Context: an optimization exercise on an open-source flow, tuned for small area and a short achievable clock period. The choices shown serve that exercise and are no tape-out recipe.
RTL that was checked went through simulation tests only; none was proved equivalent to the original.
Power is estimated from default activity; no workload was simulated.

==> inputs of 06-15 <==
## conv_top
module conv_top (
    input  wire        clk,
    input  wire        rst,
    input  wire        pixel_valid,
    input  wire [7:0]  pixel_in,
    input  wire [71:0] kernel_in,
    output wire signed [15:0] conv_out,
    output wire        conv_valid
);
==> module line_buffer, before the edit <==
module line_buffer (
    input  wire         clk,
    input  wire         rst,
    input  wire         pixel_valid,
    input  wire [7:0]   pixel_in,
    output wire         window_valid,
    output reg  [143:0] taps
);
    reg [2:0] col;        
    reg [1:0] row;        
    always @(posedge clk) begin
        if (pixel_valid)
            taps <= {taps[135:0], pixel_in};
    end
    always @(posedge clk or posedge rst) begin
        if (rst) begin
            col <= 3'd0;
            row <= 2'd0;
        end else if (pixel_valid) begin
            col <= col + 3'd1;
            if (col == 3'd7 && !row[1])
                row <= row + 2'd1;
        end
    end
    assign window_valid = pixel_valid & row[1] & (col[2] | col[1]);
endmodule
==> module conv_top, before the edit <==
module conv_top (
    input  wire        clk,
    input  wire        rst,
    input  wire        pixel_valid,
    input  wire [7:0]  pixel_in,
    input  wire [71:0] kernel_in,
    output wire signed [15:0] conv_out,
    output wire        conv_valid
);
    reg        pv_q;
    reg [7:0]  pin_q;
    reg [71:0] kq;
    always @(posedge clk) begin
        pv_q  <= pixel_valid;
        pin_q <= pixel_in;
        kq    <= kernel_in;
    end
    wire [143:0] taps;
    wire         window_valid;
    line_buffer u_line_buffer (
        .clk(clk),
        .rst(rst),
        .pixel_valid(pv_q),
        .pixel_in(pin_q),
        .window_valid(window_valid),
        .taps(taps)
    );
    wire [71:0] window = {taps[143:136], taps[135:128], taps[127:120],
                          taps[79:72],   taps[71:64],   taps[63:56],
                          taps[15:8],    taps[7:0],     pin_q};
    conv_core u_core (
        .clk(clk),
        .rst(rst),
        .window_valid(window_valid),
        .px(window),
        .wt(kq),
        .conv_out(conv_out),
        .conv_valid(conv_valid)
    );
endmodule
==> flow/config.mk <==
export PLATFORM = sky130hd
export DESIGN_NAME = conv_top
export DESIGN_NICKNAME = conv_top
export VERILOG_FILES = /design/flow/design.v
export SDC_FILE = /design/flow/constraint.sdc
export NUM_CORES = 4
export LEC_CHECK = 0
export CAP_MARGIN = 20
export CORE_MARGIN = 2
export CORE_UTILIZATION = 65
export CTS_CLUSTER_DIAMETER = 80
export CTS_CLUSTER_SIZE = 24
export PLACE_DENSITY = 0.72
export SLEW_MARGIN = 20
export SYNTH_HIERARCHICAL = 1
==> flow/constraint.sdc <==
create_clock -name core_clock -period 11.0 [get_ports {clk}]
set_input_delay 2.2000 -clock core_clock [delete_from_list [all_inputs] [get_ports {clk}]]
set_output_delay 2.2000 -clock core_clock [all_outputs]
set_load 0.01 [all_outputs]
standard.sh (not shown) runs the stock make flow with config.mk's settings and CLKGATE_MAP_FILE= SYNTH_SCRIPT=/design/flow/synth_recipe.tcl, a recipe that flattens the netlist after the stock synthesis.
==> flow/flow/run.sh <==
#!/bin/bash
bash standard.sh BUFFER_PORTS_ARGS="-buffer_cell sky130_fd_sc_hd__buf_2" SETUP_SLACK_MARGIN=7.75 finish > standard.log 2>&1
==> 01-19: changes against 06-15 <==
--- a/flow/design.v
+++ b/flow/design.v
@@ -1,17 +1,18 @@
 `timescale 1ns/1ps
 module line_buffer (
-    input  wire         clk,
-    input  wire         rst,
-    input  wire         pixel_valid,
-    input  wire [7:0]   pixel_in,
-    output wire         window_valid,
-    output reg  [143:0] taps
+    input  wire        clk,
+    input  wire        rst,
+    input  wire        pixel_valid,
+    input  wire [7:0]  pixel_in,
+    output wire        window_valid,
+    output wire [71:0] window_out    
 );
-    reg [2:0] col;        
-    reg [1:0] row;        
+    reg [143:0] sr;         
+    reg [2:0]   col;        
+    reg [1:0]   row;        
     always @(posedge clk) begin
         if (pixel_valid)
-            taps <= {taps[135:0], pixel_in};
+            sr <= {sr[135:0], pixel_in};
     end
     always @(posedge clk or posedge rst) begin
         if (rst) begin
@@ -24,6 +25,9 @@
         end
     end
     assign window_valid = pixel_valid & row[1] & (col[2] | col[1]);
+    assign window_out = {sr[143:136], sr[135:128], sr[127:120],
+                         sr[79:72],   sr[71:64],   sr[63:56],
+                         sr[15:8],    sr[7:0],     pixel_in};
 endmodule
 `timescale 1ns/1ps
 module conv_core(
@@ -3220,19 +3224,16 @@
         pin_q <= pixel_in;
         kq    <= kernel_in;
     end
-    wire [143:0] taps;
-    wire         window_valid;
+    wire [71:0] window;
+    wire        window_valid;
     line_buffer u_line_buffer (
         .clk(clk),
         .rst(rst),
         .pixel_valid(pv_q),
         .pixel_in(pin_q),
-        .window_valid(window_valid),
-        .taps(taps)
+        .window_out(window),
+        .window_valid(window_valid)
     );
-    wire [71:0] window = {taps[143:136], taps[135:128], taps[127:120],
-                          taps[79:72],   taps[71:64],   taps[63:56],
-                          taps[15:8],    taps[7:0],     pin_q};
     conv_core u_core (
         .clk(clk),
         .rst(rst),
==> flow/flow/run.sh (replaced) <==
#!/bin/bash
bash standard.sh BUFFER_PORTS_ARGS="-buffer_cell sky130_fd_sc_hd__buf_2" finish > standard.log 2>&1
- CORE_UTILIZATION: 65 -> 40
- CTS_CLUSTER_DIAMETER: 80 -> default
- CTS_CLUSTER_SIZE: 24 -> default
- PLACE_DENSITY: 0.72 -> default
==> 11-14: changes against 06-15 <==
--- a/flow/design.v
+++ b/flow/design.v
@@ -1,17 +1,18 @@
 `timescale 1ns/1ps
 module line_buffer (
-    input  wire         clk,
-    input  wire         rst,
-    input  wire         pixel_valid,
-    input  wire [7:0]   pixel_in,
-    output wire         window_valid,
-    output reg  [143:0] taps
+    input  wire        clk,
+    input  wire        rst,
+    input  wire        pixel_valid,
+    input  wire [7:0]  pixel_in,
+    output wire        window_valid,
+    output wire [71:0] window_out    
 );
-    reg [2:0] col;        
-    reg [1:0] row;        
+    reg [143:0] sr;         
+    reg [2:0]   col;        
+    reg [1:0]   row;        
     always @(posedge clk) begin
         if (pixel_valid)
-            taps <= {taps[135:0], pixel_in};
+            sr <= {sr[135:0], pixel_in};
     end
     always @(posedge clk or posedge rst) begin
         if (rst) begin
@@ -24,6 +25,9 @@
         end
     end
     assign window_valid = pixel_valid & row[1] & (col[2] | col[1]);
+    assign window_out = {sr[143:136], sr[135:128], sr[127:120],
+                         sr[79:72],   sr[71:64],   sr[63:56],
+                         sr[15:8],    sr[7:0],     pixel_in};
 endmodule
 `timescale 1ns/1ps
 module conv_core(
@@ -3220,19 +3224,16 @@
         pin_q <= pixel_in;
         kq    <= kernel_in;
     end
-    wire [143:0] taps;
-    wire         window_valid;
+    wire [71:0] window;
+    wire        window_valid;
     line_buffer u_line_buffer (
         .clk(clk),
         .rst(rst),
         .pixel_valid(pv_q),
         .pixel_in(pin_q),
-        .window_valid(window_valid),
-        .taps(taps)
+        .window_out(window),
+        .window_valid(window_valid)
     );
-    wire [71:0] window = {taps[143:136], taps[135:128], taps[127:120],
-                          taps[79:72],   taps[71:64],   taps[63:56],
-                          taps[15:8],    taps[7:0],     pin_q};
     conv_core u_core (
         .clk(clk),
         .rst(rst),
- CTS_BUF_LIST: default -> sky130_fd_sc_hd__clkbuf_8
- CTS_CLUSTER_DIAMETER: 80 -> 60
- CTS_CLUSTER_SIZE: 24 -> 20
==> run summary <==
Worst hold endpoint: 06-15 u_core.r1806; 11-14 u_core.r1806; 01-19 u_core.r1805
RD Place Congestion: 06-15 0.9446; 11-14 1.007; 01-19 0.9128
# Taps: 06-15 468; 11-14 468; 01-19 782
Fraction of cell area in non-clock buffers: 06-15 0.03126; 11-14 0.03016; 01-19 0.01936
Fraction of synthesized area in multiplexers: 06-15 0.001259; 11-14 0.001231; 01-19 0.001231
Cts repair resizes: 06-15 2; 11-14 9; 01-19 0
Net switching component of the power: 06-15 2950 uW; 11-14 2908 uW; 01-19 3147 uW
First drt pass iteration count: 06-15 5; 11-14 7; 01-19 5
PD cells: 06-15 282.7 nW/um^2; 11-14 276.1 nW/um^2; 01-19 298.9 nW/um^2
Proportion of cell area occupied by multi-input gates: 06-15 0.5371; 11-14 0.5393; 01-19 0.5203
Post-route minimum period: 06-15 3295 ps; 11-14 3381 ps; 01-19 3310 ps
Proportion of power drawn by combinational gates: 06-15 0.545; 11-14 0.547; 01-19 0.511
Area fraction of clock buffers and clock inverters: 06-15 0.03165; 11-14 0.02804; 01-19 0.05885
Maximum fanout encountered on the critical timing path: 06-15 1; 11-14 1; 01-19 9
Outcome: 06-15 finished clean; 11-14 finished clean; 01-19 finished clean
Metal-1 WL: 06-15 23.51 mm; 11-14 22.36 mm; 01-19 27.56 mm
Number of CTS-inserted buffers: 06-15 24; 11-14 31; 01-19 46
First-pass GRT wire length: 06-15 96.72 mm; 11-14 95.28 mm; 01-19 104.2 mm
Leakage Power: 06-15 0.009329 uW; 11-14 0.009310 uW; 01-19 0.009533 uW
Clock buf count: 06-15 30; 11-14 32; 01-19 67
Final hold slack: 06-15 335.3 ps; 11-14 340.6 ps; 01-19 326.5 ps
Count of buffers not belonging to the clock network in the layout: 06-15 136; 11-14 131; 01-19 101
Fin area: 06-15 25540 sq um; 11-14 25430 sq um; 01-19 26360 sq um
Part of the power in the clock network: 06-15 0.138; 11-14 0.128; 01-19 0.198
Power Total: 06-15 7220 uW; 11-14 7023 uW; 01-19 7881 uW
For 06-15, only the layout was checked, not whether the RTL still works.

[separate check: timing with driven ports]
The flow's constraints put no driver on any port. The routed layouts listed below were extracted and timed again, unchanged, in two steps. Step 1: set_driving_cell puts a clkbuf_16 on clk and a buf_2 on each other input, an assumption about the parent block. Step 2 also shifts input and output timing later by t, the mid clock arrival at the registers, as if the neighbouring blocks saw the same clock. Three values: ideal, step 1, step 2; two values: the first two.
| run | t (ns) | setup slack, ns | latest minus earliest clock arrival (ns) | worst slew at a driven data input, ns | pins driven straight from the clock port |
|---|---|---|---|---|---|
| 06-15 | 0.635 | 7.705 / 7.650 / 7.816 | 0.040 / 0.040 | 0.06 | 1 |
| 01-19 | 0.643 | 7.690 / 7.670 / 7.690 | 0.024 / 0.024 | 0.04 | 1 |
| 11-14 | 0.708 | 7.619 / 7.565 / 7.852 | 0.039 / 0.039 | 0.05 | 1 |
After both steps setup and hold are still met in every run listed.
